Source: an optimization exercise on an open RTL-to-GDS flow (aim: small area and a short achievable clock period). Production flows keep margins and buffers that such runs may drop. The RTL was checked by simulation tests, not by an equivalence proof against the original design. Power and IR drop assume default switching activity.

## config.mk

```make
export PLATFORM = sky130hd
export DESIGN_NAME = datapath
export DESIGN_NICKNAME = datapath
export VERILOG_FILES = /design/flow/design.v
export SDC_FILE = /design/flow/constraint.sdc
export NUM_CORES = 4
export LEC_CHECK = 0
export ABC_AREA = 1
export CAP_MARGIN = 20
export CORE_MARGIN = 2
export CORE_UTILIZATION = 40
export SETUP_SLACK_MARGIN = 2.6
export SLEW_MARGIN = 20
```

## constraint.sdc

```tcl
create_clock -name core_clock -period 5.5 [get_ports {clk}]
set_input_delay 1.1000 -clock core_clock [delete_from_list [all_inputs] [get_ports {clk}]]
set_output_delay 1.1000 -clock core_clock [all_outputs]
set_load 0.01 [all_outputs]
```

## design.v

```verilog
module vDFFE(clk,en,D,Q);
  parameter n=1;
  input clk, en;
  input [n-1:0] D;
  output [n-1:0] Q;
  reg [n-1:0] Q;
  always @(posedge clk)
    if (en) Q <= D;
endmodule
module regfile(data_in,writenum,write,readnum,clk,data_out);
  input [15:0] data_in;
  input [2:0] writenum, readnum;
  input write, clk;
  output [15:0] data_out;
  reg [15:0] R [0:7];
  always_ff @(posedge clk)
    if (write) R[writenum] <= data_in;
  assign data_out = R[readnum];
endmodule
module shifter(in,shift,sout);
  input [15:0] in;
  input [1:0] shift;
  output reg [15:0] sout;
  always @* begin
    case (shift)
      2'b00: sout = in;
      2'b01: sout = {in[14:0], 1'b0};
      2'b10: sout = {1'b0, in[15:1]};
      default: sout = {in[15], in[15:1]};
    endcase
  end
endmodule
module ALU(Ain,Bin,ALUop,out,Z);
  input [15:0] Ain, Bin;
  input [1:0] ALUop;
  output [15:0] out;
  output Z;
  wire arith = ~ALUop[1];
  wire sub   = ~ALUop[1] & ALUop[0];
  wire add   = ~ALUop[1] & ~ALUop[0];
  wire [15:0] a = Ain ^ {16{sub}};
  wire [15:0] p = a ^ Bin;
  wire [15:0] g = a & Bin & {16{arith}};
  wire [15:0] t = arith ? (p ^ {16{sub}}) : (ALUop[0] ? ~Bin : (Ain & Bin));
  wire g1_1 = g[1] | (p[1] & g[0]);
  wire g1_3 = g[3] | (p[3] & g[2]);
  wire p1_3 = p[3] & p[2];
  wire g1_5 = g[5] | (p[5] & g[4]);
  wire p1_5 = p[5] & p[4];
  wire g1_7 = g[7] | (p[7] & g[6]);
  wire p1_7 = p[7] & p[6];
  wire g1_9 = g[9] | (p[9] & g[8]);
  wire p1_9 = p[9] & p[8];
  wire g1_11 = g[11] | (p[11] & g[10]);
  wire p1_11 = p[11] & p[10];
  wire g1_13 = g[13] | (p[13] & g[12]);
  wire p1_13 = p[13] & p[12];
  wire g1_15 = g[15] | (p[15] & g[14]);
  wire p1_15 = p[15] & p[14];
  wire g2_2 = g[2] | (p[2] & g1_1);
  wire g2_3 = g1_3 | (p1_3 & g1_1);
  wire g2_6 = g[6] | (p[6] & g1_5);
  wire p2_6 = p[6] & p1_5;
  wire g2_7 = g1_7 | (p1_7 & g1_5);
  wire p2_7 = p1_7 & p1_5;
  wire g2_10 = g[10] | (p[10] & g1_9);
  wire p2_10 = p[10] & p1_9;
  wire g2_11 = g1_11 | (p1_11 & g1_9);
  wire p2_11 = p1_11 & p1_9;
  wire g2_14 = g[14] | (p[14] & g1_13);
  wire p2_14 = p[14] & p1_13;
  wire g2_15 = g1_15 | (p1_15 & g1_13);
  wire p2_15 = p1_15 & p1_13;
  wire g3_4 = g[4] | (p[4] & g2_3);
  wire g3_5 = g1_5 | (p1_5 & g2_3);
  wire g3_6 = g2_6 | (p2_6 & g2_3);
  wire g3_7 = g2_7 | (p2_7 & g2_3);
  wire g3_12 = g[12] | (p[12] & g2_11);
  wire p3_12 = p[12] & p2_11;
  wire g3_13 = g1_13 | (p1_13 & g2_11);
  wire p3_13 = p1_13 & p2_11;
  wire g3_14 = g2_14 | (p2_14 & g2_11);
  wire p3_14 = p2_14 & p2_11;
  wire g3_15 = g2_15 | (p2_15 & g2_11);
  wire p3_15 = p2_15 & p2_11;
  wire g4_8 = g[8] | (p[8] & g3_7);
  wire g4_9 = g1_9 | (p1_9 & g3_7);
  wire g4_10 = g2_10 | (p2_10 & g3_7);
  wire g4_11 = g2_11 | (p2_11 & g3_7);
  wire g4_12 = g3_12 | (p3_12 & g3_7);
  wire g4_13 = g3_13 | (p3_13 & g3_7);
  wire g4_14 = g3_14 | (p3_14 & g3_7);
  wire g4_15 = g3_15 | (p3_15 & g3_7);
  wire [15:0] c = {g4_14, g4_13, g4_12, g4_11, g4_10, g4_9, g4_8, g3_7, g3_6, g3_5, g3_4, g2_3, g2_2, g1_1, g[0], 1'b0};
  assign out = t ^ c;
  wire [15:0] k = {(a[14:0] | Bin[14:0]) & {15{add}}, 1'b0};
  assign Z = ~|(t ^ k);
endmodule
module datapath(write, vsel, loada, loadb, asel, bsel, loadc, loads, datapath_in,
		 clk, readnum, writenum, shift, ALUop, Z_out, datapath_out);
  input [15:0] datapath_in;
  input clk, write, vsel, loada, loadb, asel, bsel, loadc, loads;
  input [2:0] writenum, readnum;
  input [1:0] shift, ALUop;
  output [15:0] datapath_out;
  output Z_out;
  wire [15:0] data_in, data_out, A_out, B_out, sout, Ain, Bin, ALU_out;
  wire Z;
  assign data_in = vsel ? datapath_in : datapath_out;
  regfile REGFILE (.data_in(data_in), .writenum(writenum), .write(write),
                   .readnum(readnum), .clk(clk), .data_out(data_out));
  vDFFE #(16) A (.clk(clk), .en(loada), .D(data_out), .Q(A_out));
  vDFFE #(16) B (.clk(clk), .en(loadb), .D(data_out), .Q(B_out));
  vDFFE #(16) C (.clk(clk), .en(loadc), .D(ALU_out), .Q(datapath_out));
  vDFFE status (.clk(clk), .en(loads), .D(Z), .Q(Z_out));
  shifter shifter (.in(B_out), .shift(shift), .sout(sout));
  assign Ain = asel ? 16'b0 : A_out;
  assign Bin = bsel ? {11'b0, datapath_in[4:0]} : sout;
  ALU calculator (.Ain(Ain), .Bin(Bin), .ALUop(ALUop), .out(ALU_out), .Z(Z));
endmodule
```

## flow/run.sh

```bash
#!/bin/bash
set -euo pipefail
W=$(pwd)
cat > "$W/own_config.mk" <<EOF
include $W/config.mk
export BUFFER_PORTS_ARGS = -buffer_cell sky130_fd_sc_hd__buf_2
export CTS_ARGS = -sink_clustering_enable -repair_clock_nets -dont_use_dummy_load
EOF
sed "s#DESIGN_CONFIG=[^ ]*#DESIGN_CONFIG=$W/own_config.mk#" standard.sh > own_standard.sh
bash own_standard.sh > "$W/flow_make.log" 2>&1
```

## standard.sh

```bash
#!/bin/bash
# synth_recipe.tcl (not shown) runs the flow's synth.tcl, then flattens the netlist and writes it again
# the make line also repeats each setting of config.mk as NAME=value (left out here)
make -C /OpenROAD-flow-scripts/flow DESIGN_CONFIG=/design/flow/config.mk WORK_HOME=/design/flow/orfs CLKGATE_MAP_FILE= SYNTH_SCRIPT=/design/flow/synth_recipe.tcl "${@:-finish}"
```

==> results of run 1 <==
==> cells in the final DEF, fill, tap and decap left out, drive strengths merged <==
master	synthesis	routed
xnor2	15	15
clkbuf	25	18
buf	19	79
o21bai	1	1
or2	4	4
o22ai	16	16
nor2	164	165
nand3b	6	6
ha	28	28
a22o	1	1
xor2	9	9
nand3	76	76
o21ai	81	81
nand2	186	187
clkinv	2	2
mux2	14	14
nor3	1	1
clkinvlp	0	3
nand4	12	12
a22oi	2	2
a31oi	16	16
or4	1	1
a21oi	28	28
edfxtp	177	177
inv	86	84
==> layer usage <==
metal / routed length (um) / GRT usage [%]
met5: 0 / 0
met4: 325 / 4.50
met3: 1040 / 2.99
met2: 11100 / 32.6
met1: 10400 / 25.6
==> timing repair <==
item | CTS | global route
gates resized for setup | 22 | 45
setup endpoints to repair | 16 | 11
hold endpoints to repair | 0 | 0
pin swaps | 3 | 14
setup buffers | 8 | 7
cloned | 1 | 3
hold buffers | 0 | 0
==> final cells by class <==
cell class	count	area, sq um	area share [%]
sequential	177	5320	49.4
inverter	88	372	3.45
clock buffer	17	425	3.95
multi-input combinational	663	3700	34.4
timing repair buffer	80	586	5.44
tap	285	357	3.31
timing repair inverter	1	5.00	0.0465
==> logic make-up after synthesis <==
kind of cell    after synthesis  share of synthesized area (%)
fa+ha+maj                    28                           3.78
compound gates              145                           8.51
flops                       177                           57.4
xor+xnor                     24                           2.27
mux                          14                           1.70
buf+inv                     132                           5.87
simple gates                450                           20.5
==> worst min-delay path: cells and delay by family (launching register included) <==
family	cells	cell delay, ns
compound gates	2	0.26
flops	1	0.31
==> path summary, 6_finish.rpt <==
check / cells after the start / slack (ns) / to
worst max register to register: 13 / 3.23 / C.Q[12]
worst min register to register: 2 / 0.69 / B.Q[2]
worst max-delay path: 16 / 2.71 / C.Q[12]
worst min-delay path: 2 / 0.69 / B.Q[2]
==> through the flow <==
step	cells	power, W	worst slack [ns]	util (%)	instance area [sq um]
detailed placement	1275	0.00217	1.47	43.6	9900
finish	1311	0.00316	2.71	47.4	10800
global route	1311	0.00330	2.59	47.4	10800
global placement	1274	0.00216	1.53	43.5	9870
CTS	1301	0.00315	2.60	46.1	10500
floorplan	970	0.00200	2.58	-	9420
==> sequential cells by signal, indices dropped and copies added (netlist names) <==
signal	cells
B.Q	16
status.Q	1
REGFILE.R	128
C.Q	16
A.Q	16
==> power by group through the flow <==
stage,clock [W],combinational [W],sequential (W)
6_report,0.000977,0.000574,0.00161
3_3_place_gp,0,0.000514,0.00164
2_1_floorplan,0,0.000361,0.00164
3_5_place_dp,0,0.000524,0.00164
5_1_grt,0.00104,0.000644,0.00162
4_1_cts,0.000994,0.000538,0.00161
==> summary.txt, run 1 <==
The flow ran to the end and the layout has no timing, DRC or antenna violations. Across the routed clock network, the largest skew measured is 0.0181 ns. The path class of the tightest hold or removal check is flop to flop.

The pin slew with the least headroom to its limit is 0.948 ns. In the synthesized netlist the dominant register cell turns out to be sky130_fd_sc_hd__edfxtp_1. The final setup violation count came out at 0. The count of flip-flops with a built-in enable after synthesis came out at 177. The average footprint of a synthesized cell is 9.55 sq um. The worst path uses 50.7% of the clock period. Dividing the detail-routed wire length by the instance count gives 17.5 um. STA classifies the critical path startpoint as a primary input. The critical path in this run is classified as primary input to flop.

The DRC violations left is 0. The violation count after the first detailed-route iteration is 439. Entering global routing, the biggest net connects 37 pins. The H-tree was split into 4 levels.

The number of flip-flops and latches in the synthesized netlist came out at 177. The largest incremental delay on the critical path came out at 0.23 ns. The share of the Yosys chip area taken by registers is 57.4%.

The vias per cell came out at 5.24. The max-slew violation count came out at 0. The worst setup path is captured at a flop. The net load switching power came out at 0.000839 W. The count of input and output buffers is 51.

The overall routing resource usage is 19.0%. The async set-or-reset flop fraction in the synthesized netlist came out at 0%. The area enclosed by the die boundary is 24400 sq um. The fill cell total of the finished layout came out at 2113. The total internal power is 0.00233 W. The final layout contains 1091 nets. Per report_power, the clock group accounts for 30.9% of the total.

STA puts the critical path data required time at 5.66 ns. In this run the critical register-to-register path is launched from B.Q[3]. The number of standard-cell rows in the floorplan came out at 55. The area of the mapped netlist is 9270 sq um.

Summing over every cut layer, the via total after detailed routing is 6868. Summed over all cells, the static leakage comes to 4.28 nW. The share of final-layout standard cells stronger than drive strength 1 is 18.3%. The count of clock tree sinks came out at 177. The total detailed-routing wirelength came out at 22.9 mm.

TritonCTS built the clock tree. The remaining global-route overflow came out at 0. The global placement routability congestion is 0.821. The power per cell area came out at 294 nW/um^2.

The switching portion of total power came out at 26.5%. From synthesis to final layout, the design area changed by 16.1%. In the post-synthesis netlist, the cell with the most instances is sky130_fd_sc_hd__nand2_1. Of all nets on the critical path, the largest fanout is 21. The distinct cell type count after synthesis is 36. The critical path's most frequent cell is sky130_fd_sc_hd__nand3_2. The via count of the first global-routing pass was 6554.

The largest total area in the synthesized netlist belongs to sky130_fd_sc_hd__edfxtp_1. The critical path starts at shift[1]. The combined buffer and inverter count along the critical path is 1. The share of the synthesized area in the top cell type came out at 57.4%.

The count of final hold-check violations came out at 0. The die boundary width came out at 156 um. The number of antenna violations at the first check in global routing is 0.

The slowest stage cell on the critical path is sky130_fd_sc_hd__nor2_4. The number of buffers added by the clock tree synthesis step came out at 17. The cell count after synthesis came out at 970.

The maximum vdd drop is 0.202 mV. In the post-synthesis netlist, the biggest area contributors are sky130_fd_sc_hd__edfxtp_1 57%, sky130_fd_sc_hd__nand2_1 7.3%, sky130_fd_sc_hd__nor2_1 6.5%, sky130_fd_sc_hd__o21ai_0 4.3%, sky130_fd_sc_hd__nand3_1 4.1%. By count the netlist is led by 180 x sky130_fd_sc_hd__nand2_1, 177 x sky130_fd_sc_hd__edfxtp_1, 161 x sky130_fd_sc_hd__nor2_1, 83 x sky130_fd_sc_hd__inv_1, 80 x sky130_fd_sc_hd__o21ai_0. In this run the count of I/O pins placed on the die edge is 52. The root buffer cell chosen for the clock tree is sky130_fd_sc_hd__clkbuf_16. The beginning of the worst hold path is REGFILE.R[1][2].

The count of antenna diodes in the layout is 0. Sequential cells burn 51.0% of the power. The number of nets with antenna violations after detailed routing came out at 0.

The tool flagged a number of max-cap violations equal to 0. The hold slack came out at 0.692 ns. The minimum period implied by the final worst setup slack came out at 2.79 ns.

The iteration count of the initial detailed-routing pass is 5. The half-perimeter wire length of the detailed placement result came out at 15.2 mm. The kind of cell with the highest combined delay along the critical path is simple AND/OR/NAND/NOR gates. At the later pin of the worst-skew pair, clock insertion delay measures 0.42 ns.

The total negative slack came out at 0 ns. The fmax is 359 MHz. Headroom to the max-slew limit came out at 36.8%. For this run, the number of Yosys warnings is 4.

The starting density of the core came out at 40.8%. The number of nets in the synthesized netlist is 1033. The global-route wire length before repair came out at 35.3 mm. The post-CTS clock slew at the launch and capture registers of the worst setup and hold paths came out at 0.06 ns. No sink is reached through more buffers than the 2 on the longest clock path.

The endpoint arrival time on the critical path came out at 2.95 ns. Setup repair after global routing left no endpoint under its margin. The share of power burned in combinational logic came out at 18.1%. The critical path goes through buf_8 -> nor2_4 -> nand2_1 -> nand3_2 -> nand2_2 -> ha_4 -> a21oi_2 -> nor2_2 -> nand3_1 -> nand3_2 -> nand3_2 -> nand3_4 -> nand2_2 -> nand3_2 -> nand2_1 -> nand2_1. The height of the die is 156 um. The placeable core area is 22700 sq um.
==> run 2: changes to the inputs <==
--- a/design.v
+++ b/design.v
@@ -17,3 +17,8 @@
     if (write) R[writenum] <= data_in;
-  assign data_out = R[readnum];
+  wire [7:0] rsel = 8'b1 << readnum;
+  wire [15:0] r01 = (R[0] & {16{rsel[0]}}) | (R[1] & {16{rsel[1]}});
+  wire [15:0] r23 = (R[2] & {16{rsel[2]}}) | (R[3] & {16{rsel[3]}});
+  wire [15:0] r45 = (R[4] & {16{rsel[4]}}) | (R[5] & {16{rsel[5]}});
+  wire [15:0] r67 = (R[6] & {16{rsel[6]}}) | (R[7] & {16{rsel[7]}});
+  assign data_out = (r01 | r23) | (r45 | r67);
 endmodule
--- a/flow/run.sh
+++ b/flow/run.sh
@@ -1,2 +1,7 @@
 #!/bin/bash
+# Own layout flow: the standard ORFS flow (standard.sh, unchanged synthesis)
+# with these changes layered on top of the standard flow's config.mk:
+#  - port buffers are plain buf_2 cells instead of the delay cells
+#    buffer_ports picks by default,
+#  - CTS builds the clock tree from clkbuf_8 cells and adds no dummy loads,
 set -euo pipefail
@@ -6,3 +11,3 @@
 export BUFFER_PORTS_ARGS = -buffer_cell sky130_fd_sc_hd__buf_2
-export CTS_ARGS = -sink_clustering_enable -repair_clock_nets -dont_use_dummy_load
+export CTS_ARGS = -sink_clustering_enable -repair_clock_nets -dont_use_dummy_load -buf_list sky130_fd_sc_hd__clkbuf_8
 EOF
==> summary.txt, run 2 <==
The flow ran to the end and the layout has no timing, DRC or antenna violations. The total detailed-routing wirelength is 23.2 mm (+1.0%). After synthesis, the largest family of logic cells by area is simple AND/OR/NAND/NOR gates. The area of the mapped netlist is 9070 sq um (-2.1%). The maximum number of pins on one net before global-route repair came out at 36 (-2.7%). The number of cells traversed by the worst register-to-register path was 17 (+4). The multiplexer share of the synthesized area came out at 1.61% (-0.087 points). The number of flip-flops and latches in the synthesized netlist was 177 (unchanged). The half-perimeter wire length of the detailed placement result is 15.6 mm (+2.3%). The most common cell in the synthesized netlist is sky130_fd_sc_hd__nand2_1. The buffer levels on the longest clock path came to 2 (unchanged). The global-route wire length before repair came out at 35.1 mm (-0.37%). The number of standard-cell rows in the floorplan came out at 55 (unchanged).

Leaving out fill and tap cells, the most frequent cell in the layout is sky130_fd_sc_hd__nand2_1. The min-delay analysis places its worst path in the category flop to flop. In the synthesized netlist, the cells that appear most often are 206 x sky130_fd_sc_hd__nand2_1, 177 x sky130_fd_sc_hd__edfxtp_1, 91 x sky130_fd_sc_hd__inv_1, 67 x sky130_fd_sc_hd__nand3_1, 52 x sky130_fd_sc_hd__nor2_1.

The I/O pin total is 52 (unchanged). The DRC violations left came out at 0 (unchanged). The minimum setup slack in the final design came out at 2.74 ns (+0.0245 ns).

The height of the die is 155 um (-1.0%). The final worst-path cycle share came out at 50.2% (-0.45 points). The pin slew with the least headroom to its limit is 0.848 ns (-0.101 ns). The minimum setup slack after placement came out at 1.44 ns (-0.0265 ns). The startpoint identified for the worst register-to-register timing path is B.Q[2]. The overall routing resource usage came out at 19.6% (+0.58 points).

The fill cell total of the finished layout came out at 2091 (-1.0%). The share of final-layout standard cells stronger than drive strength 1 came out at 21.3% (+3.0 points). The area share of xor/xnor cells in the synthesized design is 2.30% (+0.035 points). The top cell types in the final layout, fill and taps aside, are 196 x sky130_fd_sc_hd__nand2_1, 177 x sky130_fd_sc_hd__edfxtp_1, 88 x sky130_fd_sc_hd__inv_1, 65 x sky130_fd_sc_hd__nand3_1, 51 x sky130_fd_sc_hd__nor2_1. The slowest stage of the critical path belongs to the cell sky130_fd_sc_hd__or2_2. The top cell type by total area after synthesis is sky130_fd_sc_hd__edfxtp_1. The average footprint of a synthesized cell came to 10.5 sq um (+10%). The worst-path maximum fanout came out at 11 (-48%).

The async set-or-reset flop fraction in the synthesized netlist came to 0% (unchanged). The area growth from synthesis to layout is 13.9%. The share of the synthesized area in the top cell type came out at 58.6% (+1.2 points). The worst setup path is captured at a flop. The met3 layer wire length in the routed design came out at 1.32 mm (+27%). The count of final hold-check violations was 0 (unchanged). The number of warning messages in the yosys log is 4 (unchanged). The number of instances in the synthesized netlist is 861 (-11%). The arithmetic-cell share of the synthesized area counting full adders, half adders and majority gates is 3.86% (+0.082 points). The number of max-capacitance violations reported is 0 (unchanged).

The simple-gate area share of the yosys netlist came to 20.5% (-0.038 points). The distinct cell type count after synthesis is 33 (-8.3%). The maximum level of the CTS H-tree was 4 (unchanged). In this design, the critical path's most frequently occurring cell is sky130_fd_sc_hd__nand2_1.

The count of flip-flops with a built-in enable after synthesis came to 177 (unchanged). Setup repair after global routing could not meet its margin everywhere. The compound-cell area share of the yosys netlist came out at 7.23% (-1.3 points). The endpoint arrival time on the critical path was 2.94 ns (about the same). The number of nets at the end of the flow was 995 (-8.8%). The vias per cell is 5.27 (+0.53%). The cell area after placement came to 9670 sq um (-2.3%). The fmax came to 362 MHz (+0.89%). The number of antenna violations at the first check in global routing came out at 0 (unchanged). The per-cell routed wire length is 19.1 um (+9.0%). In this run the critical register-to-register path is captured at C.Q[13]. The clock tree skew after final layout came out at 0.0408 ns (+0.0227 ns).

Walking the worst path, the cells encountered are buf_8 -> clkinvlp_4 -> or2_2 -> nand2_2 -> inv_1 -> ha_4 -> nand3_1 -> nand2_1 -> inv_1 -> nand2_2 -> nand2_1 -> nand3_2 -> nand2_2 -> nand2_4 -> nand2_1 -> nand3_1 -> nand2_1 -> nand2_1. The sequential-to-total area share from yosys stat is 58.6% (+1.2 points). The final setup violation count was 0 (unchanged). The max-slew violation count came to 0 (unchanged). The area enclosed by the die boundary is 23900 sq um (-2.1%).

The amount of wire on met2 after detailed routing came out at 11.3 mm (+1.7%). The total negative slack came to 0 ns (unchanged). The minimum period implied by the final worst setup slack was 2.76 ns (-0.0245 ns).

The global placement routability congestion is 0.861 (+5.0%). The violation count after the first detailed-route iteration is 512 (+17%). The post-CTS clock slew at the launch and capture registers of the worst setup and hold paths came out at 0.09 ns (+0.03 ns). The hold buffer count at cts came out at 0 (unchanged). The utilization after layout is 46.0% (-1.4 points).

The number of flip-flops in the largest register is 128 (unchanged). The remaining global-route overflow is 0 (unchanged). The highest metal layer carrying signal wires in the routed design is met4. The die boundary width came out at 155 um (-1.0%).

The worst path required time came out at 5.68 ns (+0.02 ns). The wire length on met1 is 10.2 mm (-2.2%). The worst slew margin relative to its limit came out at 43.5% (+6.7 points). Ranked by flip-flop count, first place goes to REGFILE.R. The critical path is of the primary input to flop type. The static power due to leakage is 4.12 nW (-3.8%). The count of antenna diodes in the layout is 0 (unchanged). The cell depth of the worst hold path came out at 2 (unchanged).

The worst setup path is launched from a primary input. The TritonCTS clock tree is yes. The beginning of the worst hold path is REGFILE.R[4][5]. The count of input and output buffers is 51 (unchanged).

The root buffer cell chosen for the clock tree is sky130_fd_sc_hd__clkbuf_8. The iteration count of the initial detailed-routing pass came out at 5 (unchanged). Ranked by total cell area, the synthesized netlist is headed by sky130_fd_sc_hd__edfxtp_1 59%, sky130_fd_sc_hd__nand2_1 8.5%, sky130_fd_sc_hd__ha_1 3.9%, sky130_fd_sc_hd__inv_1 3.8%, sky130_fd_sc_hd__nand3_1 3.7%.

The later-pin clock latency in the skew report came to 0.46 ns (+0.04 ns). The overall via count from detail_route came out at 6399 (-6.8%). The power per cell area came out at 279 nW/um^2 (-5.1%).

The count of clock tree sinks was 177 (unchanged). The number of buffers added by the clock tree synthesis step is 17 (unchanged). The maximum vdd drop is 0.207 mV (+2.5%). The hold slack is 0.607 ns (-0.0850 ns). The path with the worst hold slack has its endpoint at B.Q[5]. The number of nets in the synthesized netlist came out at 924 (-11%). The via count of the first global-routing pass is 6064 (-7.5%). The number of nets with antenna violations after detailed routing is 0 (unchanged). The starting density of the core came to 40.4% (-0.37 points). The minimum setup slack among reg-to-reg paths is 3.17 ns (-0.06 ns).

The largest incremental delay on the critical path came to 0.30 ns (+0.07 ns). In the synthesized netlist the dominant register cell turns out to be sky130_fd_sc_hd__edfxtp_1. The placeable core area is 22400 sq um (-1.2%).

The finished layout cell area is 10300 sq um (-4.0%).
## run 2: how the worst max path moves through the flow
| stage | slack, ns | startpoint | cells past startpoint | end |
|---|---|---|---|---|
| 3_5_place_dp | 1.44 | ALUop[1] | 18 | C.Q[14] |
| 4_1_cts | 2.59 | shift[0] | 18 | C.Q[15] |
| 6_report | 2.74 | bsel | 18 | C.Q[13] |
| 3_3_place_gp | 1.49 | ALUop[1] | 18 | C.Q[15] |
| 5_1_grt | 2.59 | bsel | 18 | C.Q[12] |
| 2_1_floorplan | 2.36 | shift[0] | 18 | C.Q[11] |
## run 2: cells by family after synthesis
family	after synthesis
AOI/OAI and AO/OA	94
xor gates and xnor gates	23
adders and majority gates	28
buffers and inverters	126
DFF	177
muxes	13
and+or+nand+nor	400
## run 2: report_power, final
group	leakage [nW]	total [W]	switching, W	internal (W)
logic	2.35	0.000570	0.000364	0.000206
registers	1.65	0.00163	0.0000404	0.00159
clock network	0.122	0.000678	0.000404	0.000274
total	4.12	0.00288	0.000809	0.00207
## run 2: what timing repair did
action                     in CTS  in global routing
cloned                          1                  1
gates resized for setup        21                 38
setup endpoints to repair      15                 10
setup buffers                   8                  7
pin swaps                       2                  7
## run 2: cell type report
class | instances | area [sq um] | area share (%)
Timing Repair inverter | 1 | 5.00 | 0.0485
Timing Repair Buffer | 81 | 578 | 5.60
Sequential cell | 177 | 5320 | 51.5
Clock buffer | 17 | 234 | 2.27
Multi-Input combinational cell | 558 | 3450 | 33.4
Tap cell | 285 | 357 | 3.45
Inverter | 96 | 392 | 3.79
## run 2: metrics by stage
step | instances | power [W]
after floorplan | 861 | 0.00200
after global placement | 1181 | 0.00218
after detailed placement | 1181 | 0.00219
after CTS | 1207 | 0.00286
after global routing | 1215 | 0.00301
final | 1215 | 0.00288
## run 2: per-layer routing
layer,vias to the layer above,GRT usage (%)
li1,3125,-
met1,3078,26.7
met2,173,33.0
met3,23,3.78
met4,0,3.92
met5,-,0
## run 2: critical path: cells and delay by family
| kind | cells | cell delay (ns) |
|---|---|---|
| buffers and inverters | 4 | 0.38 |
| AND/OR/NAND/NOR | 13 | 1.21 |
| adder cells (fa/ha/maj) | 1 | 0.25 |
==> run 3: changes to the inputs <==
--- a/flow/run.sh
+++ b/flow/run.sh
@@ -6,2 +6,4 @@
 #  - CTS builds the clock tree from clkbuf_8 cells and adds no dummy loads,
+#  - synthesis maps no half/full adder cells (ha/fa are added to the
+#    don't-use list, so the adders stay plain gates for abc),
 set -euo pipefail
@@ -11,2 +13,3 @@
 export BUFFER_PORTS_ARGS = -buffer_cell sky130_fd_sc_hd__buf_2
+export DONT_USE_CELLS = sky130_fd_sc_hd__ha_1 sky130_fd_sc_hd__ha_2 sky130_fd_sc_hd__ha_4 sky130_fd_sc_hd__fa_1 sky130_fd_sc_hd__fa_2 sky130_fd_sc_hd__fa_4
 export CTS_ARGS = -sink_clustering_enable -repair_clock_nets -dont_use_dummy_load -buf_list sky130_fd_sc_hd__clkbuf_8
--- a/config.mk
+++ b/config.mk
@@ -11,3 +11,3 @@
 export CORE_UTILIZATION = 40
-export SETUP_SLACK_MARGIN = 2.6
+export SETUP_SLACK_MARGIN = 2.8
 export SLEW_MARGIN = 20
==> summary.txt, run 3 <==
The capturing element of the worst setup path is C.Q[15]. The critical path's most frequent cell is sky130_fd_sc_hd__nand2_1. The die boundary width is 150 um (-2.8%). The via count of the first global-routing pass is 5886 (-2.9%). The overall power after layout came out at 0.00269 W (-6.8%).

The iteration count of the initial detailed-routing pass is 5 (unchanged). The count of flip-flops with a built-in enable after synthesis is 177 (unchanged). The maximum level of the CTS H-tree is 4 (unchanged). The area of the mapped netlist is 8560 sq um (-5.6%). The global-route wire length before repair is 33.0 mm (-6.1%). The violation count after the first detailed-route iteration was 507 (-0.98%). The clock tree skew after final layout is 0.0377 ns (-0.00317 ns).

STA classifies the critical path endpoint as a flop. The later-pin clock latency in the skew report came out at 0.44 ns (-0.02 ns). The number of max-capacitance violations reported came out at 0 (unchanged). The combined buffer and inverter count along the critical path is 2 (-2).

The distinct cell type count after synthesis was 34 (+3.0%). The number of cells traversed by the worst register-to-register path came out at 14 (-3). The total internal power came out at 0.00198 W (-4.2%). Leaving out fill and tap cells, the most frequent cells in the layout are 257 x sky130_fd_sc_hd__nand2_1, 177 x sky130_fd_sc_hd__edfxtp_1, 65 x sky130_fd_sc_hd__nand3_1, 64 x sky130_fd_sc_hd__inv_1, 54 x sky130_fd_sc_hd__nor2_1. In this run the critical register-to-register path is launched from B.Q[1]. The run finished with no timing, DRC or antenna violations.

The placeable core area came to 21000 sq um (-6.3%). The global placement routability congestion came out at 0.886 (+2.8%). The I/O pin total came out at 52 (unchanged).

The cell depth of the worst hold path is 2 (unchanged). The async set-or-reset flop fraction in the synthesized netlist is 0% (unchanged). The switching portion of total power is 26.1% (-2.0 points). The critical path is of the primary input to flop type. The maximum number of pins on one net before global-route repair was 24 (-33%). The share of final-layout standard cells stronger than drive strength 1 was 15.6% (-5.7 points).

The worst slew margin relative to its limit came out at 46.2% (+2.7 points). Setup repair after global routing could not meet its margin everywhere. The total detailed-routing wirelength came out at 21.5 mm (-7.2%). The minimum period implied by the final worst setup slack came to 2.62 ns (-0.142 ns). The vias per cell came out at 5.27 (+0.12%). The overall routing resource usage was 19.8% (+0.16 points). The power per cell area came out at 282 nW/um^2 (+1.1%).

The number of nets at the end of the flow was 941 (-5.4%). The number of flip-flops and latches in the synthesized netlist is 177 (unchanged). The starting density of the core is 40.7% (+0.29 points). The final worst-path cycle share is 47.6% (-2.6 points).

The max-slew violation count is 0 (unchanged). The count of input and output buffers came out at 51 (unchanged). The met3 layer wire length in the routed design came out at 1.01 mm (-23%). The total negative slack is 0 ns (unchanged). The minimum setup slack after placement came out at 2.03 ns (+0.585 ns). The critical path starts at shift[0]. The uppermost metal layer occupied by signal nets is met4.

The DRC violations left is 0 (unchanged). The share of the synthesized area in the top cell type is 62.1% (+3.5 points). The per-cell routed wire length came to 18.2 um (-4.4%).

The final setup violation count is 0 (unchanged). The number of instances in the synthesized netlist came out at 841 (-2.3%). REGFILE.R holds more flip-flops than any other register. The number of nets with antenna violations after detailed routing came out at 0 (unchanged). The net load switching power was 0.000701 W (-13%). The post-CTS clock slew at the launch and capture registers of the worst setup and hold paths came out at 0.08 ns (about the same).

The dominant delay contributor by cell family on the critical path is simple AND/OR/NAND/NOR gates. The number of warning messages in the yosys log came out at 4 (unchanged). The fmax is 382 MHz (+5.4%). The endpoint arrival time on the critical path is 2.79 ns (-0.15 ns). The share of power burned in combinational logic came out at 15.8% (-4.0 points). The wire length on met1 came out at 9.97 mm (-2.2%). The top cell type by total area after synthesis is sky130_fd_sc_hd__edfxtp_1. The cell sitting at the root of the clock tree is a sky130_fd_sc_hd__clkbuf_8. After synthesis, the most frequently instantiated cells are 261 x sky130_fd_sc_hd__nand2_1, 177 x sky130_fd_sc_hd__edfxtp_1, 66 x sky130_fd_sc_hd__inv_1, 66 x sky130_fd_sc_hd__nand3_1, 55 x sky130_fd_sc_hd__nor2_1.

The pin slew with the least headroom to its limit is 0.807 ns (-0.0411 ns). The number of flip-flops in the largest register came out at 128 (unchanged). The worst hold path belongs to the class flop to flop. The worst-path maximum fanout is 16 (+5). TritonCTS built the clock tree. The buffer levels on the longest clock path is 2 (unchanged). The remaining global-route overflow was 0 (unchanged).

The number of nets in the synthesized netlist is 876 (-5.2%). The count of final hold-check violations came to 0 (unchanged). The amount of wire on met2 after detailed routing is 10.2 mm (-9.8%).

The area enclosed by the die boundary came out at 22600 sq um (-5.5%). The minimum setup slack among reg-to-reg paths is 3.51 ns (+0.34 ns). The logic depth of the worst setup path including buffers came out at 14 (-4).

The half-perimeter wire length of the detailed placement result came out at 14.5 mm (-7.1%). Walking the worst path, the cells encountered are buf_4 -> nor2_4 -> buf_4 -> nand2_1 -> nand3_1 -> nand2_1 -> nand2_2 -> nand2_1 -> nor2_2 -> nand2_1 -> nor3_2 -> nand2_1 -> nand3_1 -> nand2_1. The maximum vdd drop came to 0.134 mV (-35%).

The sequential-to-total area share from yosys stat came out at 62.1% (+3.5 points). By instance count, the leading cell after synthesis is sky130_fd_sc_hd__nand2_1. The count of antenna diodes in the layout came out at 0 (unchanged). The count of clock tree sinks is 177 (unchanged). The area added between synthesis and finish is 11.3%. The proportion of power drawn by the clock network is 24.4% (+0.9 points).

The worst path required time is 5.67 ns (about the same). Ranked by total cell area, the synthesized netlist is headed by sky130_fd_sc_hd__edfxtp_1 62%, sky130_fd_sc_hd__nand2_1 11%, sky130_fd_sc_hd__nand3_1 3.9%, sky130_fd_sc_hd__inv_1 2.9%, sky130_fd_sc_hd__nor2_1 2.4%. The minimum setup slack in the final design came to 2.88 ns (+0.142 ns). The number of antenna violations at the first check in global routing is 0 (unchanged). The height of the die is 150 um (-2.8%). The most used flip-flop cell after synthesis is sky130_fd_sc_hd__edfxtp_1. The slowest stage of the critical path is the sky130_fd_sc_hd__nor2_4 cell. The worst register-to-register path ends at C.Q[12]. The static power due to leakage came out at 3.72 nW (-9.6%). The largest incremental delay on the critical path is 0.22 ns (-0.08 ns).

The sequential group share of total power is 59.8% (+3.1 points). The most frequent standard cell in the layout excluding fill and tap cells is sky130_fd_sc_hd__nand2_1. The overall via count from detail_route is 6217 (-2.8%). STA classifies the critical path startpoint as a primary input. The average footprint of a synthesized cell came out at 10.2 sq um (-3.4%).

The number of buffers added by the clock tree synthesis step came out at 17 (unchanged). The number of standard-cell rows in the floorplan is 53 (-3.6%).
==> run 3: repair_timing <==
action	in CTS	in global routing
resized for setup	9	23
pin swaps	1	6
hold buffers	0	0
setup buffers	1	5
gates cloned	3	1
endpoints found under the setup margin	14	11
==> run 3: tightest hold or removal path, cell delays in order, from the launching register on <==
cell and delay, ns:
sky130_fd_sc_hd__edfxtp_1 0.33, sky130_fd_sc_hd__nand2_1 0.05, sky130_fd_sc_hd__nand4_1 0.09
==> run 3: cell type report <==
type / count / area, sq um
well taps: 275 / 344
repair inverters: 3 / 22.5
inverters: 72 / 290
flip-flops and latches: 177 / 5320
multi-input cells: 565 / 2900
repair buffers: 70 / 422
fillers: 1970 / 11500
clock buffers: 17 / 234
==> run 3: worst min-delay path by stage <==
stage | from | end | slack (ns)
after floorplan | REGFILE.R[0][0] | A.Q[0] | 0.53
after global placement | REGFILE.R[0][0] | A.Q[0] | 0.55
after detailed placement | REGFILE.R[5][3] | B.Q[3] | 0.55
after CTS | REGFILE.R[5][14] | A.Q[14] | 0.58
after global routing | REGFILE.R[4][13] | B.Q[13] | 0.62
final | REGFILE.R[5][14] | A.Q[14] | 0.57
==> run 3: metal layers <==
layer,track usage (%),up-vias
met5,0,-
met2,32.8,169
met4,4.58,0
met3,3.61,24
met1,27.2,2981
li1,-,3043
==> run 3: cells by family after synthesis <==
group | synth area share, %
AND/OR/NAND/NOR | 21.4
multiplexers | 1.58
XOR/XNOR | 1.74
AO/OA/AOI/OAI | 8.17
flip-flops | 62.1
buffers and inverters | 5.03
==> run 3: power groups by stage <==
stage	clock network (W)	logic (W)	registers, W
after floorplan	0	0.000268	0.00163
after global placement	0	0.000406	0.00164
after detailed placement	0	0.000409	0.00164
after CTS	0.000672	0.000415	0.00161
after global routing	0.000720	0.000480	0.00161
final	0.000655	0.000425	0.00161
==> run 3: through the flow <==
step,cell area [sq um],utilization [%],instances,hold slack (ns)
2_1_floorplan,8560,-,841,0.534
3_3_place_gp,9130,43.4,1152,0.549
3_5_place_dp,9130,43.4,1152,0.555
4_1_cts,9410,44.8,1173,0.575
5_1_grt,9530,45.3,1179,0.620
6_report,9530,45.3,1179,0.571
==> run 4: changes to the inputs <==
--- a/design.v
+++ b/design.v
@@ -27,11 +27,11 @@
   input [1:0] shift;
-  output reg [15:0] sout;
-  always @* begin
-    case (shift)
-      2'b00: sout = in;
-      2'b01: sout = {in[14:0], 1'b0};
-      2'b10: sout = {1'b0, in[15:1]};
-      default: sout = {in[15], in[15:1]};
-    endcase
-  end
+  output [15:0] sout;
+  wire pass  = ~shift[1] & ~shift[0];
+  wire left  = ~shift[1] &  shift[0];
+  wire right =  shift[1];
+  wire keep  =  shift[1] &  shift[0];
+  assign sout = ({16{pass}} & in)
+              | ({16{left}} & {in[14:0], 1'b0})
+              | ({16{right}} & {1'b0, in[15:1]})
+              | {keep & in[15], 15'b0};
 endmodule
@@ -122,3 +122,3 @@
   assign Ain = asel ? 16'b0 : A_out;
-  assign Bin = bsel ? {11'b0, datapath_in[4:0]} : sout;
+  assign Bin = ({16{~bsel}} & sout) | ({16{bsel}} & {11'b0, datapath_in[4:0]});
   ALU calculator (.Ain(Ain), .Bin(Bin), .ALUop(ALUop), .out(ALU_out), .Z(Z));
--- a/flow/run.sh
+++ b/flow/run.sh
@@ -1,3 +1,3 @@
 #!/bin/bash
-# Own layout flow: the standard ORFS flow (standard.sh, unchanged synthesis)
+# Own layout flow: the standard ORFS flow (standard.sh, with its synthesis script)
 # with these changes layered on top of the standard flow's config.mk:
--- a/config.mk
+++ b/config.mk
@@ -11,3 +11,3 @@
 export CORE_UTILIZATION = 40
-export SETUP_SLACK_MARGIN = 2.8
+export SETUP_SLACK_MARGIN = 2.9
 export SLEW_MARGIN = 20
==> summary.txt, run 4 <==
The total internal power came out at 0.00200 W (+0.71%). The count of antenna diodes in the layout came out at 0 (unchanged). The number of antenna violations at the first check in global routing came out at 0 (unchanged).

The largest individual stage delay along the critical path comes from the cell sky130_fd_sc_hd__a21oi_1. The post-CTS clock slew at the launch and capture registers of the worst setup and hold paths was 0.08 ns (about the same). The number of cells traversed by the worst register-to-register path is 12 (-2). The top cell type by total area after synthesis is sky130_fd_sc_hd__edfxtp_1. The end of the worst hold path is B.Q[4].

The vias per cell is 5.24 (-0.71%). The maximum level of the CTS H-tree is 4 (unchanged). The startpoint of the worst-slack reg-to-reg timing path is B.Q[3]. The global-route wire length before repair came out at 31.7 mm (-4.1%).

In this run the worst hold path is classified as flop to flop. The most frequent standard cell in the layout excluding fill and tap cells is sky130_fd_sc_hd__nand2_1. The fmax came out at 398 MHz (+4.2%). The critical path startpoint category is a primary input. STA classifies the critical path endpoint as a flop. Grouping stages by cell kind, the critical path spends the most delay in simple AND/OR/NAND/NOR gates. The average footprint of a synthesized cell came out at 10.1 sq um (-0.44%). The fill cell total of the finished layout was 1955 (-0.76%).

The power per cell area was 278 nW/um^2 (-1.3%). The height of the die came out at 150 um (about the same). The worst hold path begins at REGFILE.R[7][4]. The combined buffer and inverter count along the critical path came to 4 (+2). The hold buffer count at cts came out at 0 (unchanged). The maximum vdd drop is 0.145 mV (+8.5%). The area growth from synthesis to layout is 13.4%. The number of nets in the synthesized netlist is 879 (+0.34%). The final worst-path cycle share was 45.7% (-1.9 points).

The minimum period implied by the final worst setup slack came out at 2.51 ns (-0.107 ns). The total negative slack is 0 ns (unchanged). The number of nets at the end of the flow is 947 (+0.64%). The run finished with no timing, DRC or antenna violations. The buffer levels on the longest clock path came out at 2 (unchanged). Setup repair after global routing could not meet its margin everywhere. The net load switching power is 0.000700 W (-0.14%). The count of non-filler cells in the finished layout is 1185 (+0.51%).

The count of input and output buffers came out at 51 (unchanged). Ranked by instance count, the synthesized netlist is headed by 256 x sky130_fd_sc_hd__nand2_1, 177 x sky130_fd_sc_hd__edfxtp_1, 79 x sky130_fd_sc_hd__nand3_1, 70 x sky130_fd_sc_hd__inv_1, 58 x sky130_fd_sc_hd__nor2_1. The minimum setup slack among reg-to-reg paths is 3.58 ns (+0.07 ns). The number of instances in the synthesized netlist is 844 (+0.36%). The number of flip-flops in the largest register came out at 128 (unchanged). The later-pin clock latency in the skew report is 0.45 ns (about the same). The number of buffers added by the clock tree synthesis step came out at 17 (unchanged). The worst-path maximum fanout was 11 (-5). The global placement routability congestion is 0.898 (+1.4%).

The minimum setup slack after placement is 1.74 ns (-0.292 ns). The number of flip-flops and latches in the synthesized netlist was 177 (unchanged). The per-cell routed wire length was 17.4 um (-4.8%).

The DRC violations left came out at 0 (unchanged). The sequential-to-total area share from yosys stat came out at 62.1% (about the same). The number of max-capacitance violations reported is 0 (unchanged). The overall routing resource usage came out at 18.9% (-0.90 points). The share of the synthesized area in the top cell type is 62.1% (about the same). The static power due to leakage came out at 3.80 nW (+2.2%). The endpoint arrival time on the critical path came to 2.69 ns (-0.10 ns). For this run, the leading register cell type out of synthesis is sky130_fd_sc_hd__edfxtp_1. The clock tree skew after final layout was 0.0347 ns (-0.00292 ns). The count of clock tree sinks was 177 (unchanged). The proportion of power drawn by the clock network is 24.2% (-0.2 points). Among all cell types in the netlist, the one instantiated most often is sky130_fd_sc_hd__nand2_1. The area enclosed by the die boundary is 22600 sq um (about the same). The count of flip-flops with a built-in enable after synthesis is 177 (unchanged). Traced cell by cell, the critical path runs through buf_4 -> inv_2 -> nor2_4 -> buf_12 -> nand2_1 -> nand2_1 -> nand3_1 -> nand2_1 -> nor2_2 -> a21oi_1 -> nand2_4 -> buf_4 -> xor2_1. The cell depth of the worst hold path came out at 2 (unchanged). The largest incremental delay on the critical path is 0.23 ns (about the same).

The async set-or-reset flop fraction in the synthesized netlist is 0% (unchanged). The max-slew violation count came out at 0 (unchanged). The instance count after placement with tap cells included is 1154 (+0.17%).

The clock root buffer is sky130_fd_sc_hd__clkbuf_8. The final setup violation count is 0 (unchanged). The minimum setup slack in the final design is 2.99 ns (+0.107 ns). The distinct cell type count after synthesis came out at 32 (-5.9%). The total detailed-routing wirelength is 20.6 mm (-4.3%). The I/O pin total came out at 52 (unchanged). The number of nets with antenna violations after detailed routing is 0 (unchanged). The worst slew margin relative to its limit came out at 49.9% (+3.7 points). The sequential group share of total power came out at 59.6% (-0.2 points).

The cell that appears most often on the critical path is sky130_fd_sc_hd__nand2_1. The count of final hold-check violations was 0 (unchanged). The switching portion of total power came to 25.9% (-0.16 points). The die boundary width is 150 um (about the same).

The share of final-layout standard cells stronger than drive strength 1 is 18.4% (+2.8 points). The area of the mapped netlist is 8550 sq um (about the same). The via count of the first global-routing pass came out at 5771 (-2.0%).

In the post-synthesis netlist, the biggest area contributors are sky130_fd_sc_hd__edfxtp_1 62%, sky130_fd_sc_hd__nand2_1 11%, sky130_fd_sc_hd__nand3_1 4.6%, sky130_fd_sc_hd__inv_1 3.1%, sky130_fd_sc_hd__nor2_1 2.5%. The number of standard-cell rows in the floorplan is 53 (unchanged). TritonCTS built the clock tree. The overall via count from detail_route is 6204 (-0.21%). The number of warning messages in the yosys log was 3 (-1). The register with the highest flop count is REGFILE.R. The worst path required time came out at 5.68 ns (about the same). The placeable core area came to 21000 sq um (unchanged). The share of power burned in combinational logic is 16.3% (+0.5 points).

The maximum number of pins on one net before global-route repair is 29 (+21%). The half-perimeter wire length of the detailed placement result came out at 14.0 mm (-3.1%). The pin slew with the least headroom to its limit came to 0.751 ns (-0.0561 ns). The iteration count of the initial detailed-routing pass is 5 (unchanged).

In this run the critical register-to-register path is captured at C.Q[10]. The critical path is of the primary input to flop type. The remaining global-route overflow is 0 (unchanged).

The top cell types in the final layout, fill and taps aside, are 235 x sky130_fd_sc_hd__nand2_1, 177 x sky130_fd_sc_hd__edfxtp_1, 71 x sky130_fd_sc_hd__nand3_1, 70 x sky130_fd_sc_hd__inv_1, 52 x sky130_fd_sc_hd__nor2_1. The starting density of the core came to 40.7% (about the same). The violation count after the first detailed-route iteration came out at 434 (-14%).
==> run 4: cell count changes after synthesis, sizes merged, moves of 3 or more <==
cell / change
a22o: -14
nand3: +12
nand2: -9
nand4: -6
a32o: +16
clkinv: +3
==> run 4: cell type report <==
type / instances / area [sq um] / area share [%]
flip-flops and latches: 177 / 5320 / 54.8
clock buffers: 17 / 234 / 2.41
inverters: 76 / 309 / 3.19
multi-input cells: 561 / 2980 / 30.7
well taps: 275 / 344 / 3.55
repair buffers: 79 / 517 / 5.33
==> run 4: through the flow <==
stage          instance area, sq um  total power [W]  util, %  hold slack (ns)
2_1_floorplan                  8600          0.00191        -            0.534
3_3_place_gp                   9150          0.00204     43.5            0.545
3_5_place_dp                   9150          0.00204     43.5            0.561
4_1_cts                        9480          0.00269     45.1            0.574
5_1_grt                        9700          0.00282     46.1            0.608
6_report                       9700          0.00270     46.1            0.575
==> run 4: worst max-delay path by stage <==
stage | startpoint | cells after the start | end
2_1_floorplan | shift[1] | 16 | C.Q[12]
3_3_place_gp | ALUop[1] | 11 | status.Q
3_5_place_dp | ALUop[1] | 11 | status.Q
4_1_cts | shift[1] | 14 | C.Q[15]
5_1_grt | ALUop[0] | 17 | C.Q[10]
6_report | ALUop[0] | 13 | C.Q[8]
==> run 4: routing by layer <==
metal	GRT usage (%)	part of all wire [%]	wire length, um	up-vias
met2	32.5	50	10200	151
li1	-	-	-	3079
met1	24.7	44	9070	2948
met4	5.19	1.8	366	0
met3	3.15	4.3	890	26
met5	0	0	0	-
==> run 4: cell families after synthesis <==
| group | share of synthesized area (%) |
|---|---|
| buf+inv | 5.22 |
| mux | 1.58 |
| flops | 62.1 |
| compound gates | 8.38 |
| xor+xnor | 1.74 |
| simple gates | 20.9 |
==> run 4: what timing repair did <==
action                     CTS  global route
setup buffers                4             8
cloned                       1             1
resized for setup           14            50
setup endpoints to repair   19            11
pin swaps                    3            13
==> run 4: power groups by stage <==
stage	combinational [W]	clock [W]	sequential (W)
6_report	0.000439	0.000652	0.00161
5_1_grt	0.000495	0.000716	0.00161
4_1_cts	0.000416	0.000669	0.00161
3_5_place_dp	0.000407	0	0.00164
3_3_place_gp	0.000401	0	0.00164
2_1_floorplan	0.000273	0	0.00163
==> run 4: worst reg2reg max path, stage by stage (launching register included) <==
cell                       delay [ns]
sky130_fd_sc_hd__edfxtp_1        0.43
sky130_fd_sc_hd__a21oi_1         0.20
sky130_fd_sc_hd__nand3_2         0.11
sky130_fd_sc_hd__nand3_1         0.16
sky130_fd_sc_hd__nand2_1         0.08
sky130_fd_sc_hd__nor2_1          0.09
sky130_fd_sc_hd__nand2_1         0.07
sky130_fd_sc_hd__nand2_2         0.12
sky130_fd_sc_hd__nand2_2         0.07
sky130_fd_sc_hd__nand2_4         0.12
sky130_fd_sc_hd__nand2_1         0.09
sky130_fd_sc_hd__nand3_1         0.07
sky130_fd_sc_hd__nand2_1         0.07
==> run 5: changes to the inputs <==
--- a/config.mk
+++ b/config.mk
@@ -11,3 +11,3 @@
 export CORE_UTILIZATION = 40
-export SETUP_SLACK_MARGIN = 2.9
+export SETUP_SLACK_MARGIN = 3.0
 export SLEW_MARGIN = 20
==> summary.txt, run 5 <==
The flow ran to the end and the layout has no timing, DRC or antenna violations. The proportion of power drawn by the clock network came out at 24.2% (about the same). The number of nets at the end of the flow is 947 (unchanged). The distinct cell type count after synthesis came out at 32 (unchanged). The max-slew violation count is 0 (unchanged). The buffer levels on the longest clock path came to 2 (unchanged). The die boundary width came out at 150 um (unchanged). The area of the mapped netlist came out at 8550 sq um (unchanged). The setup path with the least slack is of type primary input to flop. The fmax came out at 408 MHz (+2.6%).

The overall power after layout is 0.00271 W (+0.53%). The number of flip-flops and latches in the synthesized netlist is 177 (unchanged). The area enclosed by the die boundary came out at 22600 sq um (unchanged). The I/O pin total is 52 (unchanged).

The minimum setup slack among reg-to-reg paths came out at 3.59 ns (about the same). The clock tree skew after final layout is 0.0409 ns (+0.00611 ns). The average footprint of a synthesized cell is 10.1 sq um (unchanged). The switching portion of total power is 26.2% (+0.23 points). The final worst-path cycle share came out at 44.5% (-1.1 points).

The placeable core area came out at 21000 sq um (unchanged). The worst setup path is launched from a primary input. The number of instances in the synthesized netlist came out at 844 (unchanged). The multiplexer share of the synthesized area was 1.58% (unchanged). The minimum period implied by the final worst setup slack came out at 2.45 ns (-0.0631 ns).

The half-perimeter wire length of the detailed placement result was 14.1 mm (+0.36%). The area used by multi-input combinational logic came out at 3000 sq um (+0.80%). The number of max-capacitance violations reported is 0 (unchanged).

The cell area after placement was 9160 sq um (+0.14%). The number of cells traversed by the worst register-to-register path is 12 (unchanged). The number of warning messages in the yosys log came to 3 (unchanged).

The arithmetic-cell share of the synthesized area counting full adders, half adders and majority gates came out at 0% (unchanged). The endpoint arrival time on the critical path is 2.64 ns (-0.05 ns). The pin slew with the least headroom to its limit came out at 0.720 ns (-0.0311 ns). The count of final hold-check violations came to 0 (unchanged).

From synthesis to final layout, the design area changed by 14.5%. The finished layout cell area is 9790 sq um (+0.95%). The vias per cell came to 5.24 (+0.15%).

The count of antenna diodes in the layout is 0 (unchanged). The count of input and output buffers is 51 (unchanged). The worst slew margin relative to its limit is 52.0% (+2.1 points). TritonCTS built the clock tree.

The total internal power is 0.00200 W (+0.22%). The number of nets with antenna violations after detailed routing is 0 (unchanged). The count of flip-flops with a built-in enable after synthesis came to 177 (unchanged).

The maximum number of pins on one net before global-route repair came out at 29 (unchanged). The via count of the first global-routing pass came to 5718 (-0.92%). The global-route wire length before repair is 30.9 mm (-2.4%). The iteration count of the initial detailed-routing pass is 5 (unchanged). The count of clock tree sinks is 177 (unchanged).

The post-CTS clock slew at the launch and capture registers of the worst setup and hold paths came out at 0.07 ns (about the same). In the synthesized netlist, the cells that appear most often are 256 x sky130_fd_sc_hd__nand2_1, 177 x sky130_fd_sc_hd__edfxtp_1, 79 x sky130_fd_sc_hd__nand3_1, 70 x sky130_fd_sc_hd__inv_1, 58 x sky130_fd_sc_hd__nor2_1. The simple-gate area share of the yosys netlist came to 20.9% (unchanged). The share of the synthesized area in the top cell type is 62.1% (unchanged).

The static power due to leakage is 3.83 nW (+0.76%). REGFILE.R holds more flip-flops than any other register. The starting density of the core is 40.7% (unchanged). The startpoint of the worst-slack reg-to-reg timing path is B.Q[1]. The number of buffers added by the clock tree synthesis step came to 17 (unchanged). The path class of the tightest hold or removal check is flop to flop.

The violation count after the first detailed-route iteration came out at 401 (-7.6%). The flip-flop and latch area came out at 5320 sq um (unchanged). By instance count, the leading cell after synthesis is sky130_fd_sc_hd__nand2_1. The maximum level of the CTS H-tree is 4 (unchanged). The clock root buffer is sky130_fd_sc_hd__clkbuf_8. The global placement routability congestion is 0.863 (-3.8%).

The later-pin clock latency in the skew report came out at 0.46 ns (about the same). The DRC violations left is 0 (unchanged). The worst setup path is captured at a flop. The total negative slack is 0 ns (unchanged). The area share of xor/xnor cells in the synthesized design came to 1.74% (unchanged). The number of standard-cell rows in the floorplan was 53 (unchanged). The power per cell area came out at 277 nW/um^2 (-0.42%).

The async set-or-reset flop fraction in the synthesized netlist came to 0% (unchanged). The number of antenna violations at the first check in global routing came out at 0 (unchanged). The final setup violation count is 0 (unchanged). The per-cell routed wire length is 17.6 um (+1.1%). The terminus of the critical flop-to-flop path is C.Q[8]. For hold timing, the worst endpoint is B.Q[0].

The sequential-to-total area share from yosys stat is 62.1% (unchanged). Sorting the synthesized cells by area gives the leading types as sky130_fd_sc_hd__edfxtp_1 62%, sky130_fd_sc_hd__nand2_1 11%, sky130_fd_sc_hd__nand3_1 4.6%, sky130_fd_sc_hd__inv_1 3.1%, sky130_fd_sc_hd__nor2_1 2.5%. The share of power burned in combinational logic came out at 16.6% (+0.3 points). In the layout the commonest cells are 235 x sky130_fd_sc_hd__nand2_1, 177 x sky130_fd_sc_hd__edfxtp_1, 72 x sky130_fd_sc_hd__nand3_1, 68 x sky130_fd_sc_hd__inv_1, 53 x sky130_fd_sc_hd__nor2_1.

The number of flip-flops in the largest register is 128 (unchanged). The largest total area in the synthesized netlist belongs to sky130_fd_sc_hd__edfxtp_1. The sequential group share of total power is 59.3% (-0.3 points).

The remaining global-route overflow came out at 0 (unchanged). The cell depth of the worst hold path is 2 (unchanged). The total detailed-routing wirelength is 20.8 mm (+1.1%). The height of the die was 150 um (unchanged). The maximum vdd drop came out at 0.141 mV (-3.3%). The fill cell total of the finished layout came out at 1943 (-0.61%). The worst path required time is 5.69 ns (about the same). The most frequent standard cell in the layout excluding fill and tap cells is sky130_fd_sc_hd__nand2_1.

After synthesis, the largest family of logic cells by area is simple AND/OR/NAND/NOR gates. The compound-cell area share of the yosys netlist is 8.38% (unchanged). The share of final-layout standard cells stronger than drive strength 1 is 18.8% (+0.44 points). The net load switching power is 0.000710 W (+1.4%).

The worst-path maximum fanout came to 14 (+3). The overall routing resource usage is 18.6% (-0.29 points). Among all flip-flop cells after synthesis, the most frequent one is sky130_fd_sc_hd__edfxtp_1. Setup repair after global routing could not meet its margin everywhere. The number of nets in the synthesized netlist is 879 (unchanged).

The overall via count from detail_route is 6213 (+0.15%). In this run the most critical hold path is launched from REGFILE.R[4][0].
run 5: cell counts after synthesis:
Identical to the previous run, type by type.
run 5: area by class of cell:
type	instances	share of cell area, %
sequential	177	54.3
multi-input combinational	562	30.7
timing repair buffer	78	5.76
tap	275	3.51
inverter	76	3.37
clock buffer	17	2.39
run 5: critical path, stage by stage:
cell and delay, ns:
sky130_fd_sc_hd__buf_16 0.14, sky130_fd_sc_hd__clkinv_16 0.08, sky130_fd_sc_hd__nand2_8 0.09, sky130_fd_sc_hd__buf_8 0.15
sky130_fd_sc_hd__xnor2_2 0.18, sky130_fd_sc_hd__nand2_2 0.08, sky130_fd_sc_hd__nand2_1 0.08, sky130_fd_sc_hd__nand2_2 0.08
sky130_fd_sc_hd__nand2_1 0.09, sky130_fd_sc_hd__nand2_2 0.10, sky130_fd_sc_hd__nand2_2 0.09, sky130_fd_sc_hd__nand2_4 0.09
sky130_fd_sc_hd__buf_4 0.15, sky130_fd_sc_hd__xor2_1 0.13
run 5: what timing repair did:
item                                    CTS  global route
pin swaps                                 2            11
cloned                                    1             2
endpoints found under the hold margin     0             0
resized for setup                        17            55
hold buffers                              0             0
endpoints found under the setup margin   40            11
setup buffers                             2             9
run 5: metrics by stage:
step | instances | hold WS [ns] | worst slack (ns) | util [%]
after floorplan | 844 | 0.534 | 2.86 | -
after global placement | 1154 | 0.549 | 2.15 | 43.6
after detailed placement | 1154 | 0.548 | 2.07 | 43.6
after CTS | 1174 | 0.570 | 2.93 | 45.1
after global routing | 1185 | 0.598 | 2.91 | 46.6
final | 1185 | 0.567 | 3.05 | 46.6
run 5: metal layers:
layer	track usage, %	routed length (um)	vias up
li1	-	-	3075
met1	24.3	9080	2965
met4	6.37	480	0
met3	3.21	842	31
met2	31.4	10400	142
met5	0	0	-
run 5: power groups by stage:
stage / Combinational (W) / Sequential (W) / Clock [W]
4_1_cts: 0.000416 / 0.00161 / 0.000667
6_report: 0.000449 / 0.00161 / 0.000655
3_5_place_dp: 0.000407 / 0.00164 / 0
2_1_floorplan: 0.000275 / 0.00163 / 0
5_1_grt: 0.000500 / 0.00161 / 0.000719
3_3_place_gp: 0.000402 / 0.00164 / 0
run 5: worst max-delay path by stage:
| stage | startpoint | slack [ns] | cells past startpoint | end |
|---|---|---|---|---|
| 6_report | ALUop[1] | 3.05 | 14 | C.Q[8] |
| 5_1_grt | ALUop[1] | 2.91 | 17 | C.Q[13] |
| 4_1_cts | ALUop[0] | 2.93 | 14 | C.Q[15] |
| 3_5_place_dp | ALUop[1] | 2.07 | 14 | C.Q[15] |
| 3_3_place_gp | ALUop[1] | 2.15 | 14 | C.Q[15] |
| 2_1_floorplan | shift[1] | 2.86 | 16 | C.Q[12] |
run 5: cell families after synthesis:
kind of cell              after synthesis
AOI/OAI and AO/OA                     104
xor gates and xnor gates               17
buffers and inverters                 107
DFF                                   177
muxes                                  12
and+or+nand+nor                       427
==> run 6: changes to the inputs <==
--- a/config.mk
+++ b/config.mk
@@ -10,3 +10,4 @@
 export CORE_MARGIN = 2
-export CORE_UTILIZATION = 40
+export CORE_UTILIZATION = 60
+export PLACE_DENSITY = 0.8
 export SETUP_SLACK_MARGIN = 3.0
==> summary.txt, run 6 <==
Following the worst setup path forward leads to its endpoint at C.Q[8]. The total negative slack is 0 ns (unchanged). The overall power after layout came out at 0.00270 W (-0.44%).

The utilization after layout came out at 69.3% (+23 points). The overall via count from detail_route came to 6278 (+1.0%). The overall routing resource usage came to 25.9% (+7.3 points). The number of nets in the synthesized netlist came out at 879 (unchanged).

The final setup violation count is 0 (unchanged). Yosys instantiated no cell more often than sky130_fd_sc_hd__nand2_1. The vias per cell is 5.76 (+10%).

The worst setup path is launched from a primary input. The number of nets with antenna violations after detailed routing came out at 0 (unchanged). The startpoint identified for the worst register-to-register timing path is B.Q[2]. By count the netlist is led by 256 x sky130_fd_sc_hd__nand2_1, 177 x sky130_fd_sc_hd__edfxtp_1, 79 x sky130_fd_sc_hd__nand3_1, 70 x sky130_fd_sc_hd__inv_1, 58 x sky130_fd_sc_hd__nor2_1. The fill cell total of the finished layout was 1038 (-47%). The placeable core area is 13900 sq um (-34%). The slowest stage cell on the critical path is sky130_fd_sc_hd__xnor2_1. The total detailed-routing wirelength is 19.1 mm (-8.0%). In the layout the commonest cells are 234 x sky130_fd_sc_hd__nand2_1, 177 x sky130_fd_sc_hd__edfxtp_1, 69 x sky130_fd_sc_hd__inv_1, 69 x sky130_fd_sc_hd__nand3_1, 52 x sky130_fd_sc_hd__nor2_1. The number of cells traversed by the worst register-to-register path is 12 (unchanged). Walking the worst path, the cells encountered are buf_12 -> inv_6 -> nand2_8 -> xnor2_1 -> nand2_1 -> nand2_1 -> nand2_2 -> nand2_1 -> nand2_2 -> nand2_2 -> nand2_4 -> buf_4 -> xor2_1. The maximum level of the CTS H-tree was 4 (unchanged). The average footprint of a synthesized cell came out at 10.1 sq um (unchanged). The number of max-capacitance violations reported came to 0 (unchanged). The global placement routability congestion came to 0.896 (+3.8%). The count of flip-flops with a built-in enable after synthesis is 177 (unchanged). Compared with the post-synthesis result, the final layout area differs by 12.4%. The minimum period implied by the final worst setup slack came out at 2.43 ns (-0.0224 ns). The DRC violations left is 0 (unchanged). The buffer levels on the longest clock path is 2 (unchanged).

The count of input and output buffers came out at 51 (unchanged). The hold slack came out at 0.577 ns (+0.0102 ns). The final worst-path cycle share came to 44.1% (-0.41 points).

The count of clock tree sinks is 177 (unchanged). The starting density of the core is 61.6% (+21 points). The minimum setup slack among reg-to-reg paths came out at 3.62 ns (+0.03 ns). For this run, the leading register cell type out of synthesis is sky130_fd_sc_hd__edfxtp_1.

The number of buffers added by the clock tree synthesis step is 17 (unchanged). The power per cell area came to 281 nW/um^2 (+1.4%). The cell area after placement is 9040 sq um (-1.3%). The number of flip-flops and latches in the synthesized netlist came to 177 (unchanged). The worst-path maximum fanout came to 26 (+12). The combined buffer and inverter count along the critical path was 3 (-1). The post-CTS clock slew at the launch and capture registers of the worst setup and hold paths is 0.08 ns (about the same).

The die boundary width came to 123 um (-18%). The clock root buffer is sky130_fd_sc_hd__clkbuf_8. The most frequent standard cell in the layout excluding fill and tap cells is sky130_fd_sc_hd__nand2_1. The height of the die is 123 um (-18%).

The half-perimeter wire length of the detailed placement result came to 13.1 mm (-7.2%). Of all cell types, the one taking the most synthesized area is sky130_fd_sc_hd__edfxtp_1. The fmax was 412 MHz (+0.92%). In this run the worst setup path begins at ALUop[1]. STA classifies the critical path endpoint as a flop. The count of final hold-check violations is 0 (unchanged). The endpoint arrival time on the critical path came to 2.63 ns (about the same). The static power due to leakage is 3.81 nW (-0.73%).

The later-pin clock latency in the skew report came out at 0.46 ns (about the same). After synthesis, the cell types taking the most area are sky130_fd_sc_hd__edfxtp_1 62%, sky130_fd_sc_hd__nand2_1 11%, sky130_fd_sc_hd__nand3_1 4.6%, sky130_fd_sc_hd__inv_1 3.1%, sky130_fd_sc_hd__nor2_1 2.5%. The via count of the first global-routing pass is 5652 (-1.2%). The share of the synthesized area in the top cell type came out at 62.1% (unchanged). The finished layout cell area came out at 9620 sq um (-1.8%). The number of standard-cell rows in the floorplan came out at 43 (-19%). Grouping stages by cell kind, the critical path spends the most delay in simple AND/OR/NAND/NOR gates. Setup repair after global routing left no endpoint under its margin. The number of antenna violations at the first check in global routing is 0 (unchanged). The number of instances in the synthesized netlist was 844 (unchanged).

The iteration count of the initial detailed-routing pass came out at 6 (+1). The distinct cell type count after synthesis came to 32 (unchanged). TritonCTS built the clock tree. The beginning of the worst hold path is REGFILE.R[5][13].

The number of nets at the end of the flow came out at 946 (-0.11%). The per-cell routed wire length came out at 17.6 um (about the same). The start-to-end type of the worst setup path is primary input to flop.

The logic depth of the worst setup path including buffers came out at 13 (-1). The count of antenna diodes in the layout came out at 0 (unchanged). The run finished with no timing, DRC or antenna violations. The remaining global-route overflow is 0 (unchanged). The endpoint identified for the worst register-to-register timing path is C.Q[8]. The max-slew violation count is 0 (unchanged). The maximum number of pins on one net before global-route repair is 31 (+6.9%). The violation count after the first detailed-route iteration came out at 612 (+53%).

The share of final-layout standard cells stronger than drive strength 1 is 19.1% (+0.35 points). The global-route wire length before repair is 28.9 mm (-6.5%). The number of warning messages in the yosys log is 3 (unchanged). The class of the most critical hold timing path is flop to flop. The sequential-to-total area share from yosys stat is 62.1% (unchanged). The area enclosed by the die boundary was 15200 sq um (-33%). The number of flip-flops in the largest register came to 128 (unchanged). Counting flops per register, the top entry is REGFILE.R. The worst slew margin relative to its limit came out at 49.5% (-2.5 points). The largest incremental delay on the critical path is 0.23 ns (+0.05 ns). The area of the mapped netlist is 8550 sq um (unchanged). The worst path required time came out at 5.70 ns (about the same). The pin slew with the least headroom to its limit is 0.757 ns (+0.0376 ns). The async set-or-reset flop fraction in the synthesized netlist is 0% (unchanged). The I/O pin total came to 52 (unchanged).

The clock tree skew after final layout is 0.0282 ns (-0.0127 ns). The maximum vdd drop came to 0.239 mV (+70%).
[run 6: metal layers]
| layer | track usage [%] | routed length, um | up-vias |
|---|---|---|---|
| li1 | - | - | 3069 |
| met1 | 34.5 | 7940 | 2958 |
| met2 | 42.5 | 9580 | 207 |
| met3 | 4.70 | 1130 | 44 |
| met4 | 10.4 | 476 | 0 |
| met5 | 0 | 0 | - |
[run 6: report_power, final]
group          internal (W)  switching [W]
logic              0.000148       0.000288
clock network      0.000273       0.000384
registers           0.00158      0.0000312
[run 6: worst register-to-register path: stages (launching register included)]
cell and delay [ns]:
sky130_fd_sc_hd__edfxtp_1 0.42, sky130_fd_sc_hd__a21oi_1 0.16, sky130_fd_sc_hd__nand3_1 0.10, sky130_fd_sc_hd__nand2_2 0.10
sky130_fd_sc_hd__nand2_1 0.07, sky130_fd_sc_hd__nand2_1 0.08, sky130_fd_sc_hd__nand2_2 0.06, sky130_fd_sc_hd__nand2_1 0.07
sky130_fd_sc_hd__nand2_2 0.10, sky130_fd_sc_hd__nand2_2 0.10, sky130_fd_sc_hd__nand2_4 0.08, sky130_fd_sc_hd__buf_4 0.15
sky130_fd_sc_hd__xor2_1 0.14
[run 6: metrics by stage]
stage / setup slack, ns / instances
CTS: 2.95 / 1079
detailed placement: 2.15 / 1059
finish: 3.07 / 1089
floorplan: 2.86 / 844
global placement: 2.16 / 1059
global route: 2.98 / 1089
[run 6: how the worst min path moves through the flow]
| stage | to | slack [ns] | cells after the start |
|---|---|---|---|
| final | B.Q[13] | 0.58 | 2 |
| after global placement | A.Q[7] | 0.55 | 2 |
| after global routing | B.Q[13] | 0.60 | 2 |
| after floorplan | A.Q[0] | 0.53 | 2 |
| after CTS | A.Q[8] | 0.58 | 2 |
| after detailed placement | B.Q[3] | 0.56 | 2 |
[run 6: cells by family after synthesis]
| logic type | Yosys count | share of synthesized area, % |
|---|---|---|
| buf+inv | 107 | 5.22 |
| mux | 12 | 1.58 |
| xor+xnor | 17 | 1.74 |
| flops | 177 | 62.1 |
| compound gates | 104 | 8.38 |
| simple gates | 427 | 20.9 |
[run 6: layout make-up]
type | count | area (sq um) | share of cell area, %
clock buffers | 17 | 234 | 2.43
inverters | 76 | 307 | 3.19
multi-input cells | 561 | 3010 | 31.3
flip-flops and latches | 177 | 5320 | 55.3
well taps | 180 | 225 | 2.34
repair buffers | 78 | 527 | 5.48
[run 6: repair_timing]
action,4_1_cts,5_1_grt
gates cloned,0,1
pin swaps,1,10
hold buffers,0,0
hold endpoints to repair,0,0
endpoints found under the setup margin,33,11
buffers inserted,3,9
resized for setup,11,56

re-timing with driven ports:
The results above use ideal ports. As a check the final layouts listed here were re-extracted and re-timed, cells and wires unchanged.
Step 1 (the two cells are an assumption about what drives the block):
set clk [get_ports {clk}]
set_driving_cell -lib_cell sky130_fd_sc_hd__clkbuf_16 $clk
set_driving_cell -lib_cell sky130_fd_sc_hd__buf_2 [delete_from_list [all_inputs] $clk]
Step 2, shift: input delay + t, output delay - t, t = (earliest + latest rising clock arrival at the registers) / 2. This alone moves slack from input paths to output paths.
a / b / c = no drivers / after step 1 / after step 2; a / b = the first two.
run	t (ns)	setup WS [ns]	worst setup path at the end	slew at the worst register clock pin (ns)
run 1	0.463	2.714 / 2.614 / 2.152	input to register	0.07 / 0.07
run 2	0.478	2.738 / 2.665 / 2.188	input to register	0.11 / 0.11
run 3	0.463	2.880 / 2.869 / 2.406	input to register	0.10 / 0.10
run 4	0.474	2.987 / 2.997 / 2.524	input to register	0.11 / 0.11
run 5	0.486	3.050 / 2.917 / 2.431	input to register	0.10 / 0.10
run 6	0.481	3.073 / 3.058 / 2.577	input to register	0.09 / 0.09
After both steps every run listed still meets setup and hold. For run 5, which loses most, drivers alone change the setup slack by -0.133 ns; drivers and shift together by -0.619 ns.
